This design comes from an exercise in tuning for small area, a short achievable clock period and few clock cycles on the open sky130 flow, not from production work.
Function was checked by simulation only, so behaviour that the tests miss may differ from the original.
Power and IR drop assume default switching activity.

[flow/design.v]
module processor (clk,rst,imem_addr,imem_data,dmem_addr,dmem_wdata,dmem_we,dmem_re,dmem_rdata,stat);
    input clk;
    input rst;                   
    output [7:0] imem_addr;
    input [79:0] imem_data;
    output [7:0] dmem_addr;
    output [63:0] dmem_wdata;
    output dmem_we;
    output dmem_re;
    input [63:0] dmem_rdata;
    output [3:0] stat;           
    localparam [3:0] S_AOK = 4'b1000, S_HLT = 4'b0100, S_ADR = 4'b0010, S_INS = 4'b0001;
    integer i;
    reg [7:0]  pc;
    reg        pc_bad;
    reg        x_live;           
    reg [3:0]  x_stat;           
    reg        x_cmov, x_irmov, x_rm, x_mr, x_opq, x_call, x_ret, x_push, x_pop;
    reg [3:0]  x_fn;
    reg [3:0]  x_srcA, x_srcB, x_dst;
    reg        x_wmem;           
    reg [63:0] x_valC;           
    reg [8:0]  x_valP;           
    reg [2:0]  cc;               
    reg        stopped;
    reg [3:0]  stop_stat;
    reg [63:0] rf [0:14];
    reg [14:0] rf_wr;            
    function [63:0] rf_init(input integer k);
        case (k)
            1: rf_init = 64'd1;   2: rf_init = 64'd2;   3: rf_init = 64'd3;
            4: rf_init = 64'd14;  7: rf_init = 64'd18;  8: rf_init = 64'd30;
            9: rf_init = 64'd20;  10: rf_init = 64'd22; 13: rf_init = 64'd1;
            14: rf_init = 64'd10;
            default: rf_init = 64'd0;
        endcase
    endfunction
    reg [63:0] valA, valB;
    always @(*) begin
        valA = 64'd0;
        valB = 64'd0;
        for (i = 0; i < 15; i = i + 1) begin
            valA = valA | ({64{x_srcA == i}} & (rf_wr[i] ? rf[i] : rf_init(i)));
            valB = valB | ({64{x_srcB == i}} & (rf_wr[i] ? rf[i] : rf_init(i)));
        end
    end
    function cond(input [3:0] fn, input zf, input sf, input of);
        case (fn)
            4'h0: cond = 1'b1;
            4'h1: cond = (sf ^ of) | zf;
            4'h2: cond = sf ^ of;
            4'h3: cond = zf;
            4'h4: cond = ~zf;
            4'h5: cond = ~(sf ^ of);
            4'h6: cond = ~(sf ^ of) & ~zf;
            default: cond = 1'b0;
        endcase
    endfunction
    wire        x_sub = x_opq & (x_fn[1:0] == 2'd1);
    wire [63:0] aluY = x_opq ? (valA ^ {64{x_sub}}) : x_valC;
    wire [63:0] sum = valB + aluY + {63'd0, x_sub};
    reg [63:0] valE;
    always @(*) begin
        if (x_opq)
            case (x_fn[1:0])
                2'd2: valE = valB & valA;
                2'd3: valE = valB ^ valA;
                default: valE = sum;
            endcase
        else if (x_irmov)
            valE = x_valC;
        else if (x_cmov)
            valE = valA;
        else
            valE = sum;
    end
    wire n63 = x_sub ? (~valA[63] ^ (valA[62:0] == 63'd0)) : valA[63];
    wire e_zf = (valE == 64'd0);
    wire e_sf = valE[63];
    wire e_of = (x_fn[1] == 1'b0) & (n63 == valB[63]) & (sum[63] != valB[63]);
    wire [8:0]  lo_sum = {1'b0, valB[7:0]} + {1'b0, aluY[7:0]};
    wire [63:0] pr = valB ^ aluY;
    wire [63:0] gp = valB | aluY;
    wire        sum_ok = (pr[8] == lo_sum[8]) & ((pr[63:9] ^ gp[62:8]) == 55'd0);
    wire        x_addr_rsp = x_pop | x_ret;
    wire        x_memop = x_rm | x_mr | x_call | x_ret | x_push | x_pop;
    wire        addr_ok = x_addr_rsp ? (valB[63:8] == 56'd0) : sum_ok;
    wire        mem_bad = x_memop & ~addr_ok;
    wire x_go = x_live & ~stopped & (x_stat == S_AOK);
    assign dmem_addr  = x_addr_rsp ? valB[7:0] : lo_sum[7:0];
    assign dmem_wdata = x_call ? {55'd0, x_valP} : valA;
    assign dmem_we    = x_go & (x_rm | x_push | x_call) & addr_ok;
    assign dmem_re    = x_mr | x_pop | x_ret;
    wire [63:0] wval = x_wmem ? dmem_rdata : valE;
    wire        we1 = x_go & ~mem_bad & (x_dst != 4'hF) &
                      (~x_cmov | cond(x_fn, cc[2], cc[1], cc[0]));
    wire        we2 = x_go & x_pop & ~mem_bad;       
    always @(posedge clk) begin
        for (i = 0; i < 15; i = i + 1) begin
            if (we1 && x_dst == i)
                rf[i] <= wval;
            else if (i == 4 && we2)
                rf[i] <= valE;
        end
    end
    always @(posedge clk) begin
        if (rst)
            rf_wr <= 15'd0;
        else
            for (i = 0; i < 15; i = i + 1)
                if ((we1 && x_dst == i) || (i == 4 && we2))
                    rf_wr[i] <= 1'b1;
    end
    always @(posedge clk) begin
        if (rst)
            cc <= 3'b000;
        else if (x_go & x_opq)
            cc <= {e_zf, e_sf, e_of};
    end
    always @(posedge clk) begin
        if (rst) begin
            stopped <= 1'b0;
            stop_stat <= S_AOK;
        end else if (x_live & ~stopped & ((x_stat != S_AOK) | mem_bad)) begin
            stopped <= 1'b1;
            stop_stat <= (x_stat != S_AOK) ? x_stat : S_ADR;
        end
    end
    assign stat = stopped ? stop_stat : (x_live ? x_stat : S_AOK);
    assign imem_addr = pc;
    wire [3:0]  f_icode = imem_data[79:76];
    wire [3:0]  f_ifun  = imem_data[75:72];
    wire [3:0]  f_rA    = imem_data[71:68];
    wire [3:0]  f_rB    = imem_data[67:64];
    wire [63:0] f_valC  = imem_data[63:0];
    wire [63:0] f_dest  = imem_data[71:8];
    wire f_ok = ~pc_bad & (f_icode != 4'h0) & (f_icode < 4'hC);
    wire [3:0] f_stat = pc_bad ? S_ADR : (f_icode >= 4'hC) ? S_INS :
                        (f_icode == 4'h0) ? S_HLT : S_AOK;
    wire [2:0] cc_next = (x_live & x_opq) ? {e_zf, e_sf, e_of} : cc;
    wire f_taken = (f_icode == 4'h8) |
                   ((f_icode == 4'h7) & cond(f_ifun, cc_next[2], cc_next[1], cc_next[0]));
    reg [3:0] f_len;
    always @(*) begin
        case (f_icode)
            4'h2, 4'h6, 4'hA, 4'hB: f_len = 4'd2;
            4'h3, 4'h4, 4'h5: f_len = 4'd10;
            4'h7, 4'h8: f_len = 4'd9;
            default: f_len = 4'd1;
        endcase
    end
    wire [8:0] f_valP = {1'b0, pc} + {5'd0, f_len};
    always @(posedge clk) begin
        if (rst) begin
            pc <= 8'd0;
            pc_bad <= 1'b0;
        end else if (x_live & x_ret) begin
            pc <= dmem_rdata[7:0];
            pc_bad <= (dmem_rdata[63:8] != 56'd0);
        end else if (f_taken) begin
            pc <= f_dest[7:0];
            pc_bad <= (f_dest[63:8] != 56'd0);
        end else begin
            pc <= f_valP[7:0];
            pc_bad <= f_valP[8];
        end
    end
    always @(posedge clk) begin
        if (rst)
            x_live <= 1'b0;
        else
            x_live <= ~(x_live & x_ret);
    end
    always @(posedge clk) begin
        x_stat  <= f_stat;
        x_cmov  <= f_ok & (f_icode == 4'h2);
        x_irmov <= f_ok & (f_icode == 4'h3);
        x_rm    <= f_ok & (f_icode == 4'h4);
        x_mr    <= f_ok & (f_icode == 4'h5);
        x_opq   <= f_ok & (f_icode == 4'h6);
        x_call  <= f_ok & (f_icode == 4'h8);
        x_ret   <= f_ok & (f_icode == 4'h9);
        x_push  <= f_ok & (f_icode == 4'hA);
        x_pop   <= f_ok & (f_icode == 4'hB);
        x_fn    <= f_ifun;
        x_valP  <= f_valP;
        case (f_icode)
            4'h2, 4'h6: begin x_srcA <= f_rA; x_srcB <= f_rB; end
            4'h4:       begin x_srcA <= f_rA; x_srcB <= f_rB; end
            4'h5:       begin x_srcA <= 4'hF; x_srcB <= f_rB; end
            4'h8, 4'h9, 4'hB: begin x_srcA <= 4'hF; x_srcB <= 4'd4; end
            4'hA:       begin x_srcA <= f_rA; x_srcB <= 4'd4; end
            default:    begin x_srcA <= 4'hF; x_srcB <= 4'hF; end
        endcase
        case (f_icode)
            4'h2, 4'h3, 4'h6: x_dst <= f_rB;
            4'h5, 4'hB:       x_dst <= f_rA;
            4'h8, 4'h9, 4'hA: x_dst <= 4'd4;
            default:          x_dst <= 4'hF;
        endcase
        x_wmem <= (f_icode == 4'h5) | (f_icode == 4'hB);
        case (f_icode)
            4'h8, 4'hA: x_valC <= 64'hFFFF_FFFF_FFFF_FFF8;    
            4'h9, 4'hB: x_valC <= 64'd8;
            default:    x_valC <= f_valC;
        endcase
    end
endmodule
[flow/run.sh]
#!/bin/bash
# synth_recipe.tcl (not shown) runs the flow's synth.tcl, then flattens the netlist and writes it again
# the make line also repeats each setting of config.mk as NAME=value (left out here)
make -C /OpenROAD-flow-scripts/flow DESIGN_CONFIG=/design/flow/config.mk WORK_HOME=/design/flow/orfs CLKGATE_MAP_FILE= SYNTH_SCRIPT=/design/flow/synth_recipe.tcl finish
[flow/config.mk]
export PLATFORM = sky130hd
export DESIGN_NAME = processor
export DESIGN_NICKNAME = processor
export VERILOG_FILES = /design/flow/design.v
export SDC_FILE = /design/flow/constraint.sdc
export NUM_CORES = 8
export LEC_CHECK = 0
export CAP_MARGIN = 40
export CORE_MARGIN = 2
export CORE_UTILIZATION = 40
export SLEW_MARGIN = 40
[flow/constraint.sdc]
create_clock -name core_clock -period 32.0 [get_ports {clk}]
set_input_delay 6.4000 -clock core_clock [delete_from_list [all_inputs] [get_ports {clk}]]
set_output_delay 6.4000 -clock core_clock [all_outputs]
set_load 0.01 [all_outputs]
==> impl_metrics.csv <==
group,metric,value,unit
pwr,p_leak,25.2,nW
timing,hold_violations,0,
synth,synth_seq_cells,1096,
pwr,ir_worst_vdd,0.0000516,V
floorplan,core,148000,sq um
clock_tree,cts_sinks,1096,
clock_tree,clockBufferDepth,3,
worst_setup_path,cp-startpoint,"x_srcA[0]",
floorplan,fp.dieW,391,um
timing,setup_violations,0,
synth,synth_area_leader_cell,"edfxtp_1",
timing,rsz0062_at_grt,"false",
synth,synth_most_common_cell,"edfxtp_1",
worst_setup_path,timing.rr.end,"pc[1]",
worst_setup_path,r2r_setup_slack,20.24,ns
drt,wl,329,mm
synth,synth_common_cells,"edfxtp_1 (960), a22oi_1 (606), nand2_1 (423), clkbuf_1 (348), nor2_1 (280)",
synth,synth_cells,5509,
synth,async_flop_share,0,%
place,gp_congestion,1.05,
worst_setup_path,cp-endpoint,"dmem_we",
worst_setup_path,r2r_start,"x_srcA[0]",
cells_and_area,fin_util,46.8,%
clock_tree,post-cts-setup-buffers,0,
min_path,hp-class,"register to register",
clock_tree,cts_hold_buf,0,
global_route,antenna_found_initial,36,
worst_setup_path,rr_worst_depth,29,
drt,num_vias,56353,
drt,drcViolationCount,0,
worst_setup_path,critical_path_required,25.60,ns
synth,ys_types,88,
synth,synth.area.top_cells,"edfxtp_1 (48%), a22oi_1 (7.6%), dfxtp_1 (4.6%)",
drt,wl_per_cell,42.7,um
worst_setup_path,crit_arrival,8.95,ns
cells_and_area,layout.nets,5997,
synth,ys.flop_type,"edfxtp_1",
cells_and_area,fillerInstances,13543,
pwr,p_per_area,50.2,nW/um^2
timing,fin_hold_ws,0.468,ns
synth,syn-cell-area,59800,sq um
global_route,grt_max_degree,81,
timing,period_needed,15.35,ns
cells_and_area,multi_input_area,26500,sq um
clock_tree,cts_buffers,114,
clock_tree,clk_pin_slew_worst_paths,0.07,ns
drt,drt_first_pass_iters,9,
timing,fin_tns_setup,0,ns
job,cap_viol_max_count,0,
drt,drt_iter0_markers,12730,
clock_tree,cts_tree,"done",
timing,max_freq,65.1,MHz
global_route,grt-ovfl-total,0,
place,post-dp-hpwl,221,mm
place,placed_cell_area,65300,sq um
timing,max_slew_margin,29.2,%
timing,finalMaxSlewViolations,0,
clock_tree,clock_latency,0.80,ns
synth,synth_edf_count,960,
worst_setup_path,endpoint_kind,"primary output",
timing,tightest_slew,1.05,ns
floorplan,initial_utilization,40.4,%
floorplan,dieHeight,391,um
run_status,outcome,"finished clean",
drt,ant_nets,0,
synth,synth_area_per_cell,10.9,sq um
synth,syn_nets,5844,
timing,fin_skew,0.0650,ns
synth,yosysSeqAreaShare,52.8,%
global_route,grt_use_total,41.7,%
clock_tree,clockRootBuffer,"clkbuf_16",
cells_and_area,area_growth,15.9,%
drt,routed_via_density,7.32,
cells_and_area,drive_gt1_share,12.6,%
clock_tree,cts_resized,0,
worst_setup_path,timing.critical_path.fanout_max,30,
cells_and_area,register_area,31600,sq um
place,io_buffers,231,
cells_and_area,fin_area,69300,sq um
worst_setup_path,critPathLaunchType,"register",
worst_setup_path,critical_path_class,"register to primary output",
synth,synth_top_area_share,48.2,%
global_route,grt_pass1_wl,437,mm
pwr,total_power,3.48,mW
clock_tree,htreeDepth,3,
global_route,grt_pass1_vias,51657,
floorplan,pin_count,232,
floorplan,die_area,153000,sq um
synth,yosysWarnings,2,
floorplan,fp-row-count,141,
timing,fin_crit_sh,48.0,%
-- metrics by stage --
stage / cells / setup slack, ns
2_1_floorplan: 5509 / 18.14
3_3_place_gp: 7467 / 17.46
3_5_place_dp: 7472 / 17.62
4_1_cts: 7685 / 16.79
5_1_grt: 7690 / 16.62
6_report: 7702 / 16.65
-- worst max-delay path, stage by stage, from the launching register on --
cell and delay, ns:
dfxtp_1 0.55, and3b_1 0.88, buf_4 0.43, and2_2 0.46
buf_4 0.33, buf_4 0.67, a22oi_1 0.18, and4_1 0.23
nand4_1 0.32, xnor2_1 0.12, mux2_2 0.31, ha_1 0.47
o21ai_0 0.21, a211oi_1 0.24, o2111ai_1 0.18, nor4_1 0.36
nand3_1 0.17, or4_1 0.58, nor4b_2 0.62, o2111a_1 0.27
clkdlybuf4s50_1 0.55
-- flip-flops by register name, summed over array words and instances (netlist names), 3 cells and up --
name and count:
rf 960, x_valC 64, rf_wr 15, x_valP 9
pc 8, stop_stat 4, x_dst 4, x_fn 4
x_srcA 4, x_srcB 4, x_stat 4, cc 3
-- kinds of logic after synthesis --
logic type	share of synthesized area, %
compound gates	19.6
xor+xnor	2.27
fa+ha+maj	4.01
buf+inv	3.90
flops	52.8
mux	3.30
simple gates	14.2
-- cell usage in the layout (no fill, tap or decap), types with 97 or more instances in the layout --
master / count
a21o_1: 97
clkdlybuf4s50_1: 231
edfxtp_1: 960
a22oi_1: 606
xnor2_1: 110
buf_4: 217
nor2_1: 261
and3_1: 173
a21oi_1: 223
inv_1: 183
clkbuf_16: 114
nand2_1: 422
mux2_2: 127
o21ai_0: 203
dfxtp_1: 128
nand3_1: 117
nand4_1: 163
ha_1: 185
-- worst min-delay path by stage --
stage | start | end | cells after the start
after floorplan | pc_bad | x_stat[1] | 0
after global placement | stop_stat[3] | stop_stat[3] | 2
after detailed placement | stop_stat[3] | stop_stat[3] | 2
after CTS | stop_stat[3] | stop_stat[3] | 2
after global routing | stop_stat[3] | stop_stat[3] | 2
final | stop_stat[3] | stop_stat[3] | 2
-- metal layers --
layer	share of wire (%)	global-route usage [%]	vias to the layer above
met4	8.5	27.8	24
met3	18	19.9	1222
met2	38	55.6	5842
li1	-	-	21846
met1	35	53.0	27419
met5	0.11	0.861	-
-- layout make-up --
cell class                      count  share of cell area, %
Sequential cell                  1096                   45.6
Multi-Input combinational cell   3798                   38.3
Timing Repair Buffer              466                   6.04
Clock buffer                      132                   4.23
Tap cell                         1930                   3.49
Clock inverter                     81                   1.36
Inverter                          186                   1.01
Antenna cell                       13                 0.0470
-- where the power goes --
group | total [mW] | switching, mW | leakage, nW | internal [mW]
Combinational | 0.427 | 0.296 | 13.5 | 0.131
Sequential | 1.65 | 0.0281 | 9.82 | 1.62
Clock | 1.40 | 0.624 | 1.88 | 0.777
Testbench counts, summed over its fixed seeds: cycles 36,695.

==> what the ideal ports hide <==
No port has a modelled driver above. Below, the same layout with a new extraction and two added sets of constraints. Step 1 sets driving cells, clkbuf_16 on the clock port and buf_2 on the other inputs (assumed; they add their load-dependent delay and slew). Step 2, shift: input delay + t, output delay - t, t = (earliest + latest rising clock arrival at the registers) / 2. This alone moves slack from input paths to output paths. a / b / c = ideal / step 1 / step 2; a / b = the first two.
shift t [ns]: 0.853
slack for setup (ns): 16.647 / 16.564 / 17.417
worst hold slack (ns): 0.468 / 0.468 / 0.468
worst register clock-pin slew, ns: 0.07 / 0.07
pins driven straight from the clock port: 1
After both steps setup and hold are still met in this run. The setup slack of this run moves by -0.083 ns with the drivers and by +0.770 ns with both steps.
